Source: an optimization exercise on an open RTL-to-GDS flow (aim: small area). Production flows keep margins and buffers that such runs may drop. Power figures rest on the tool's default switching activity, not on a simulated workload.

==> flow/design.v (excerpt) <==
module multiplier #(
    parameter LOGDEPTH = 6,
    parameter WIDTH = 32
) (
    input  logic                    clk,
    input  logic                    rst,
    input  logic                    EN_mult,
    output logic                    EN_writeMem,
    output logic [LOGDEPTH-1:0]     writeMem_addr,
    input  logic [16-1:0]           mult_input0,
    input  logic [16-1:0]           mult_input1,
    output logic [WIDTH-1:0]        writeMem_val,
    output logic                    RDY_mult,
    input  logic                    EN_blockRead,
    output logic                    VALID_memVal,
    output logic [WIDTH-1:0]        memVal_data,
    output logic                    EN_readMem,
    output logic [LOGDEPTH-1:0]     readMem_addr,
    input  logic [WIDTH-1:0]        readMem_val
);
Size in the first run: roughly 1100 cells after synthesis, about 350 flip-flops, about 150 I/O pins, roughly 14000 um^2 of cells after synthesis.
==> flow/config.mk <==
export PLATFORM = sky130hd
export DESIGN_NAME = multiplier
export DESIGN_NICKNAME = multiplier
export VERILOG_FILES = /design/flow/design.v
export SDC_FILE = /design/flow/constraint.sdc
export NUM_CORES = 4
export LEC_CHECK = 0
export CAP_MARGIN = 20
export CORE_MARGIN = 2
export CORE_UTILIZATION = 70
export GPL_TIMING_DRIVEN = 0
export SETUP_SLACK_MARGIN = 0.1
export SLEW_MARGIN = 20
export SYNTH_HIERARCHICAL = 1
export SYNTH_MINIMUM_KEEP_SIZE = 0
==> flow/constraint.sdc <==
create_clock -name core_clock -period 4.0 [get_ports {clk}]
set_input_delay 0.8000 -clock core_clock [delete_from_list [all_inputs] [get_ports {clk}]]
set_output_delay 0.8000 -clock core_clock [all_outputs]
set_load 0.01 [all_outputs]
standard.sh (not shown) runs the stock make flow with config.mk's settings and CLKGATE_MAP_FILE= SYNTH_SCRIPT=/design/flow/synth_recipe.tcl, a recipe that flattens the netlist after the stock synthesis.
==> flow/flow/run.sh <==
#!/bin/bash
# The standard layout (the standard.sh, which runs ORFS) with these changes:
#  - the port buffers are buf_1 cells (buffer_ports picks a larger delay cell by default);
#  - clock tree synthesis inserts no dummy loads and uses the clock buffers and
#    sink clusters given in CTS_ARGS;
#  - the other ORFS settings given below.
# Each make run writes its full output to its own log in this folder.
set -euo pipefail
ARGS=(
  BUFFER_PORTS_ARGS="-buffer_cell sky130_fd_sc_hd__buf_1"
  CTS_ARGS="-sink_clustering_enable -repair_clock_nets -dont_use_dummy_load -root_buf sky130_fd_sc_hd__clkbuf_8 -buf_list {sky130_fd_sc_hd__clkbuf_8} -sink_clustering_size 18 -sink_clustering_max_diameter 70"
  REMOVE_ABC_BUFFERS=1
)
bash standard.sh "${ARGS[@]}" finish > standard.log 2>&1
Next try:
--- a/flow/flow/run.sh
+++ b/flow/flow/run.sh
@@ -7 +7 @@
-# Each make run writes its full output to its own log in this folder.
+# Each tool run writes its full output to its own log in this folder.
@@ -11 +11 @@
-  CTS_ARGS="-sink_clustering_enable -repair_clock_nets -dont_use_dummy_load -root_buf sky130_fd_sc_hd__clkbuf_8 -buf_list {sky130_fd_sc_hd__clkbuf_8} -sink_clustering_size 18 -sink_clustering_max_diameter 70"
+  CTS_ARGS="-sink_clustering_enable -repair_clock_nets -dont_use_dummy_load -buf_list {sky130_fd_sc_hd__clkbuf_16} -sink_clustering_size 30 -sink_clustering_max_diameter 100"
@@ -13,0 +14,3 @@
+bash standard.sh "${ARGS[@]}" floorplan > standard_floorplan.log 2>&1
+ODB_FILE=orfs/results/sky130hd/multiplier/base/2_floorplan.odb REG_MASTER=sky130_fd_sc_hd__dfxtp_2 \
+  openroad -no_init -exit flow/upsize_regs.tcl > upsize_regs.log 2>&1
==> flow/flow/upsize_regs.tcl (new file) <==
set odb_file $::env(ODB_FILE)
read_db $odb_file
set db [ord::get_db]
set block [ord::get_db_block]
set big [$db findMaster $::env(REG_MASTER)]
set n 0
foreach inst [$block getInsts] {
  set name [string map {\\ {}} [$inst getName]]
  if {[[$inst getMaster] getName] ne "sky130_fd_sc_hd__dfxtp_1"} { continue }
  if {[regexp {^[ab]_q\[7\]\[[0-9]+\]} $name]} {
    $inst swapMaster $big
    incr n
  }
}
puts "upsized $n registers to $::env(REG_MASTER)"
write_db $odb_file
- CORE_UTILIZATION: 70 -> 80
What happened:
- cell area shrinks by 0.32%
- clock-buffer cell count falls by 8
- power came out higher by 4.4%
- clock power increases by 15%
- sequential cell count stays the same
- sequential share of layout area rises by 0.24 points
- final cell count is lower by 4.1%
- register-to-register slack gets worse by 0.06 ns
- worst setup slack loses 0.059 ns
No functional check of the RTL was part of any run of this note.

==> static timing again, ports no longer ideal <==
In the flow no input, the clock included, has a driving cell. The finished layouts below were timed again as built, in two steps. Step 1, drivers: a clkbuf_16 drives clk and a buf_2 each remaining input, both assumed. Step 2 adds t to the input delays and takes it off the output delays; t is the mean of the earliest and latest rising clock arrival at the registers after step 1. Input paths then give back, and output paths get back, about the clock's delay inside the block. Three values: no drivers, after step 1, after step 2; two values: the first two.
run | shift t [ns] | setup slack, ns | slew at the worst register clock pin (ns)
the first run | 0.577 | 0.190 / 0.190 / 0.190 | 0.10 / 0.10
the second run | 0.542 | 0.131 / 0.131 / 0.131 | 0.11 / 0.11
After both steps every run listed still meets setup and hold.
